From an optimization exercise on the open Yosys and OpenROAD flow, aimed at small area and a short achievable clock period; shortcuts taken in it are not production practice. Where RTL was checked, it was by simulation tests only, not by an equivalence proof against the original. Power and IR drop assume default switching activity.

## CPU
module CPU(reset, clk, imem_addr, imem_data, mem_addr, mem_wdata, mem_rdata, mem_read, mem_write);
For scale: about 5,000 cells after synthesis, roughly 160 I/O pins, ~64,000 sq um of cells after synthesis.
export LEC_CHECK = 0
export CAP_MARGIN = 20
export CORE_MARGIN = 2
export CORE_UTILIZATION = 40
export CTS_BUF_LIST = sky130_fd_sc_hd__clkbuf_8
export SETUP_SLACK_MARGIN = 5
export SLEW_MARGIN = 20
export SYNTH_HIERARCHICAL = 1
create_clock -name core_clock -period 10.0 [get_ports {clk}]
run.sh (not shown) runs the stock make flow with config.mk's settings and CLKGATE_MAP_FILE= SYNTH_SCRIPT=/design/flow/synth_recipe.tcl, a recipe that flattens the netlist after the stock synthesis.
Next try:
CTS_BUF_LIST = default   (was sky130_fd_sc_hd__clkbuf_8)
SETUP_SLACK_MARGIN = default   (was 5)
After rerunning:
- routed wire length came out lower by 2.4%
- sequential power hardly moves
- total power grows by 3.8%
Next try:
CORE_UTILIZATION = 30   (was 40)
SETUP_SLACK_MARGIN = 5   (was default)
=>
- worst setup slack improves by 1400 ps
- wire length is higher by 5.9%
- cell area went up by 5.3%
- register-to-register slack improved by 1400 ps
- power is higher by about 2.2%
- clock-buffer cell count rose by 1
- via count came out higher by 2.2%
- first-iteration DRC count fell by 0.32%
- synthesized cell count does not change
- fmax increases by 24%
Next try:
CORE_UTILIZATION = 40   (was 30)
The new run finished with timing, DRC and antenna clean. Total power went down by 1.5%. Routed wire length went down by 3.5%. Hold slack hardly moves. Sequential power went down by about 0.5%. Die area went down by 25%. First-iteration DRC count went up by 6.1%.
No run of this note included a check of the RTL's function; only the layout flow was run.

* * *

== job 6425 ==
CPU, a different RTL version from the one above (not shown whole).
Size in the first run: roughly 5000 cells after synthesis, ~0.066 mm² of cells after synthesis.
export LEC_CHECK = 0
export CAP_MARGIN = 5
export CORE_MARGIN = 2
export CORE_UTILIZATION = 40
export SLEW_MARGIN = 5
export SYNTH_HIERARCHICAL = 1
create_clock -name core_clock -period 10.0 [get_ports {clk}]
standard.sh (not shown) runs the stock make flow with config.mk's settings and CLKGATE_MAP_FILE= SYNTH_SCRIPT=/design/flow/synth_recipe.tcl, a recipe that flattens the netlist after the stock synthesis.
==> flow/flow/run.sh <==
#!/bin/bash
# Layout: the standard ORFS flow (standard.sh), with
#  - timing repair aimed below the clock period (repair_timing runs until the setup
#    slack reaches SETUP_SLACK_MARGIN),
#  - plain buffers on the ports instead of the delay cells buffer_ports picks,
#  - clock tree synthesis without dummy loads, with larger leaf clusters and only the
#    largest clock buffer, which needs fewer buffers in all.
# ORFS writes each step's full log under orfs/logs; make's own output goes to flow.log.
set -euo pipefail
bash standard.sh \
    SETUP_SLACK_MARGIN=6.5 \
    "BUFFER_PORTS_ARGS=-buffer_cell sky130_fd_sc_hd__buf_2" \
    "CTS_ARGS=-sink_clustering_enable -repair_clock_nets -dont_use_dummy_load -buf_list sky130_fd_sc_hd__clkbuf_16 -sink_clustering_size 20 -sink_clustering_max_diameter 100" \
    finish > flow.log 2>&1
The flow completed for job 6425, but it is not clean: the layout still shows antenna violations.
Modified inputs, job 1713 compared to job 6425
diff --git a/flow/flow/run.sh b/flow/flow/run.sh
--- a/flow/flow/run.sh
+++ b/flow/flow/run.sh
@@ -11,4 +11,4 @@
     SETUP_SLACK_MARGIN=6.5 \
     "BUFFER_PORTS_ARGS=-buffer_cell sky130_fd_sc_hd__buf_2" \
-    "CTS_ARGS=-sink_clustering_enable -repair_clock_nets -dont_use_dummy_load -buf_list sky130_fd_sc_hd__clkbuf_16 -sink_clustering_size 20 -sink_clustering_max_diameter 100" \
+    "CTS_ARGS=-sink_clustering_enable -repair_clock_nets -dont_use_dummy_load -buf_list sky130_fd_sc_hd__clkbuf_16 -sink_clustering_size 26 -sink_clustering_max_diameter 110" \
     finish > flow.log 2>&1
diff --git a/flow/config.mk b/flow/config.mk
--- a/flow/config.mk
+++ b/flow/config.mk
@@ -6,7 +6,7 @@
 export NUM_CORES = 8
 export LEC_CHECK = 0
-export CAP_MARGIN = 5
+export CAP_MARGIN = 20
 export CORE_MARGIN = 2
 export CORE_UTILIZATION = 40
-export SLEW_MARGIN = 5
+export SLEW_MARGIN = 20
 export SYNTH_HIERARCHICAL = 1
### Flow results
Every stage of the flow completed for job 1713, and the final layout passed the timing, DRC and antenna checks. Job 1713 ended up with rf2n_id[16] as its capture point of the worst path; job 6425 ended up with rf2n_id[4]. Going from job 6425 to job 1713, total power shrank slightly. Side by side, minimum setup slack in the final design turned out lower in job 1713 than in job 6425. As far as sequential cell count goes, job 1713 and job 6425 are indistinguishable; the numbers are identical. Looking at job 1713 and job 6425, the area of combinational cells with multiple inputs is a wash.
Inputs modified between job 1713 and job 9867:
diff --git a/flow/flow/run.sh b/flow/flow/run.sh
--- a/flow/flow/run.sh
+++ b/flow/flow/run.sh
@@ -9,6 +9,6 @@
 set -euo pipefail
 bash standard.sh \
-    SETUP_SLACK_MARGIN=6.5 \
+    SETUP_SLACK_MARGIN=5.9 \
     "BUFFER_PORTS_ARGS=-buffer_cell sky130_fd_sc_hd__buf_2" \
-    "CTS_ARGS=-sink_clustering_enable -repair_clock_nets -dont_use_dummy_load -buf_list sky130_fd_sc_hd__clkbuf_16 -sink_clustering_size 26 -sink_clustering_max_diameter 110" \
+    "CTS_ARGS=-sink_clustering_enable -repair_clock_nets -dont_use_dummy_load -buf_list sky130_fd_sc_hd__clkbuf_16 -sink_clustering_size 20 -sink_clustering_max_diameter 100" \
     finish > flow.log 2>&1
## What came out
- Job 9867 reached the end of the flow, and the finished layout is clean on the timing, DRC and antenna checks.
- Delta(fraction of area in registers, job 9867 - job 1713) > 0
- From job 1713 to job 9867, critical path depth did not move at all.
- In job 9867 the relative area of non-clock buffer cells in the final design turned out 0.63 points lower than in job 1713.
- [diff] cell area, job 9867 relative to job 1713: improvement
For job 9780, these inputs were changed with respect to job 9867:
diff --git a/flow/flow/run.sh b/flow/flow/run.sh
--- a/flow/flow/run.sh
+++ b/flow/flow/run.sh
@@ -9,5 +9,5 @@
 set -euo pipefail
 bash standard.sh \
-    SETUP_SLACK_MARGIN=5.9 \
+    SETUP_SLACK_MARGIN=6.7 \
     "BUFFER_PORTS_ARGS=-buffer_cell sky130_fd_sc_hd__buf_2" \
     "CTS_ARGS=-sink_clustering_enable -repair_clock_nets -dont_use_dummy_load -buf_list sky130_fd_sc_hd__clkbuf_16 -sink_clustering_size 20 -sink_clustering_max_diameter 100" \
==> comparison <==
- Job 9780 went all the way through synthesis, placement and routing and the layout is clean on timing, DRC and antenna.
- Between job 9780 and job 9867, reg-to-reg setup timing slack is higher for job 9780, job 9867 comes in under that.
- Relative to job 9867, core utilization has gone up in job 9780.
- On final instance area: job 9780 sits above job 9867.
- Higher proportion of power drawn by combinational gates was reported by job 9780, not job 9867.
- Looking at job 9780 and job 9867, the clock slew seen by the registers of the worst setup and hold paths is a wash.
- Against job 9867, job 9780 comes in 3 higher on first-pass detailed-route iteration total.
- Setup slack: job 9780 more than job 9867
- Going from job 9867 to job 9780, cell-internal power grows by 3.0%.

* * *

Another version of the RTL of CPU (not shown whole).
Size: about 4500 cells after synthesis, roughly 1300 flip-flops, ~62000 um2 of cells after synthesis.
==> flow/design.v (excerpt) <==
module CPU(reset, clk, imem_addr, imem_data, mem_addr, mem_wdata, mem_rdata, mem_read, mem_write);
Settings: LEC_CHECK=0, CAP_MARGIN=20, CORE_MARGIN=2, CORE_UTILIZATION=40, SLEW_MARGIN=20, SYNTH_HIERARCHICAL=1; clock period 10.0 ns.
==> flow/flow/run.sh <==
#!/bin/bash
# Standard ORFS layout, with timing repair aimed below the clock period:
# repair_timing works until the setup slack reaches SETUP_SLACK_MARGIN.
set -euo pipefail
bash standard.sh SETUP_SLACK_MARGIN=6.5 finish > standard_flow.log 2>&1
Edit:
==> flow/run.sh (new file) <==
#!/bin/bash
# synth_recipe.tcl (not shown) runs the flow's synth.tcl, then flattens the netlist and writes it again
# the make line also repeats each setting of config.mk as NAME=value (left out here)
make -C /OpenROAD-flow-scripts/flow DESIGN_CONFIG=/design/flow/config.mk WORK_HOME=/design/flow/orfs CLKGATE_MAP_FILE= SYNTH_SCRIPT=/design/flow/synth_recipe.tcl finish
--- a/flow/config.mk
+++ b/flow/config.mk
@@ -9,4 +9,5 @@
 export CORE_MARGIN = 2
 export CORE_UTILIZATION = 40
+export SETUP_SLACK_MARGIN = 5
 export SLEW_MARGIN = 20
 export SYNTH_HIERARCHICAL = 1
removed: flow/flow/run.sh
removed: flow/standard.sh
Effect: Clock power drops by about 3%. Cell area drops by 4.3%. Clock-buffer cell count climbs by 8.
No functional check of the RTL was part of any run of this note.

* * *

CPU, a different RTL version from the one above (not shown whole).
Size: ~5000 cells after synthesis, about 66000 um2 of cells after synthesis.
// CPU
module CPU(reset, clk, imem_addr, imem_data, mem_addr, mem_wdata, mem_rdata, mem_read, mem_write);
input reset, clk;
output [31:0] imem_addr;
input [31:0] imem_data;
output [31:0] mem_addr;
output [31:0] mem_wdata;
input [31:0] mem_rdata;
output mem_read;
output mem_write;
reg [31:0] PC;
reg [31:0] ir;           
reg [31:0] pc4_id;       
reg [31:0] rf1n_id, rf2n_id;  
reg        hit1_id, hit2_id;  
reg        br_id, jmp_id, jr_id, und_id, sw_id, nas1_id, as2_id, nbs_id, link_id;
reg        exh_rs, exh_rt, memh_rs, memh_rt;
reg [31:0] d1_ex;        
reg [31:0] d2x_ex;       
reg [31:0] e_ex;         
reg        fwdA_ex, fwdB_ex, fwdS_ex;
reg        mrd_ex, mwr_ex, rw_ex, mv_ex, wv_ex, link_ex;
reg [4:0]  wreg_ex;
reg        sub_ex, add_ex, slt_ex, sh_ex, k1_ex, k2_ex, k3_ex;
reg [1:0]  sop_ex;
reg [31:0] outZ_mem, d2_mem;
reg        mrd_mem, mwr_mem, mv_mem, wv_mem, link_mem;
reg [4:0]  wreg_mem;
reg [31:0] wdatan_wb;
reg [31:0] rf [1:31];
reg [31:1] rvalid;
wire ifflush;
wire [4:0] wreg;
wire [4:0] nrs = imem_data[25:21];
wire [4:0] nrt = imem_data[20:16];
wire [30:0] sel1, sel2;
wire [31:0] rf1n_if, rf2n_if;
rf_dec dc1 (.n(nrs), .valid(rvalid), .sel(sel1));
rf_dec dc2 (.n(nrt), .valid(rvalid), .sel(sel2));
genvar gj, gb;
generate
  ...
Settings: LEC_CHECK=0, CAP_MARGIN=20, CORE_MARGIN=2, CORE_UTILIZATION=40, SLEW_MARGIN=20, SYNTH_HIERARCHICAL=1; clock period 10.0 ns.
==> flow/flow/run.sh <==
#!/bin/bash
# Layout: the standard ORFS flow (standard.sh), with
#  - timing repair aimed below the clock period (repair_timing runs until the setup
#    slack reaches SETUP_SLACK_MARGIN),
#  - plain buffers on the ports instead of the delay cells buffer_ports picks,
#  - clock tree synthesis without dummy loads.
# ORFS writes each step's full log under orfs/logs; make's own output goes to flow.log.
set -euo pipefail
bash standard.sh \
    SETUP_SLACK_MARGIN=6.5 \
    "BUFFER_PORTS_ARGS=-buffer_cell sky130_fd_sc_hd__buf_2" \
    "CTS_ARGS=-sink_clustering_enable -repair_clock_nets -dont_use_dummy_load -buf_list sky130_fd_sc_hd__clkbuf_16 -sink_clustering_size 20 -sink_clustering_max_diameter 100" \
    finish > flow.log 2>&1
Rerun with:
--- a/flow/flow/run.sh
+++ b/flow/flow/run.sh
@@ -12 +12 @@
-    "CTS_ARGS=-sink_clustering_enable -repair_clock_nets -dont_use_dummy_load -buf_list sky130_fd_sc_hd__clkbuf_16 -sink_clustering_size 20 -sink_clustering_max_diameter 100" \
+    "CTS_ARGS=-sink_clustering_enable -repair_clock_nets -dont_use_dummy_load" \
Outcome: Setup slack gets worse by 8.5 ps. Total power went up by 9.2%. Global-route usage went up by 0.25 points. Synthesized cell count does not change.
Rerun with:
--- a/flow/flow/run.sh
+++ b/flow/flow/run.sh
@@ -12 +12 @@
-    "CTS_ARGS=-sink_clustering_enable -repair_clock_nets -dont_use_dummy_load" \
+    "CTS_ARGS=-sink_clustering_enable -repair_clock_nets -dont_use_dummy_load -buf_list sky130_fd_sc_hd__clkbuf_8 -sink_clustering_size 12 -sink_clustering_max_diameter 80" \
After rerunning: The changed run went through all stages and came out clean. First-iteration DRC count barely changes. Synthesized cell count is unchanged. Fmax is about the same.

## re-timing with driven ports
How much do the figures lean on ideal ports? The routed layouts below were timed once more, with nothing changed but the port constraints. Step 1 sets driving cells, clkbuf_16 on the clock port and buf_2 on the other inputs (assumed; they add their load-dependent delay and slew). Step 2 also shifts input and output timing later by t, the mid clock arrival at the registers, as if the neighbouring blocks saw the same clock. Three values: ideal ports, drivers, drivers and shift; two values: the first two.
| run | t, ns | slack for setup (ns) | worst setup path after step 2 |
|---|---|---|---|
| the first run of note 1 | 1.072 | 4.248 / 4.248 / 4.248 | register to register |
| the second run of note 1 | 0.889 | 3.031 / 3.031 / 3.031 | register to register |
| the third run of note 1 | 0.902 | 4.400 / 4.400 / 4.400 | register to register |
| the fourth run of note 1 | 0.901 | 4.284 / 4.284 / 4.284 | register to register |
| job 6425 | 0.780 | 6.470 / 6.392 / 5.612 | input to register |
| job 1713 | 0.776 | 6.439 / 6.363 / 5.586 | input to register |
| job 9867 | 0.780 | 5.951 / 5.970 / 5.190 | input to register |
| job 9780 | 0.793 | 6.550 / 6.488 / 5.695 | input to register |
| the first run of note 3 | 0.894 | 4.880 / 4.880 / 4.880 | register to register |
| the second run of note 3 | 0.885 | 4.927 / 4.927 / 4.927 | register to register |
| the first run of note 4 | 0.786 | 6.464 / 6.418 / 5.632 | input to register |
| the second run of note 4 | 0.839 | 6.456 / 6.421 / 5.584 | input to register |
| the third run of note 4 | 0.949 | 6.450 / 6.378 / 5.452 | input to register |
The setup slack of the third run of note 4, which loses most, moves by -0.072 ns with the drivers and by -0.998 ns with both steps.
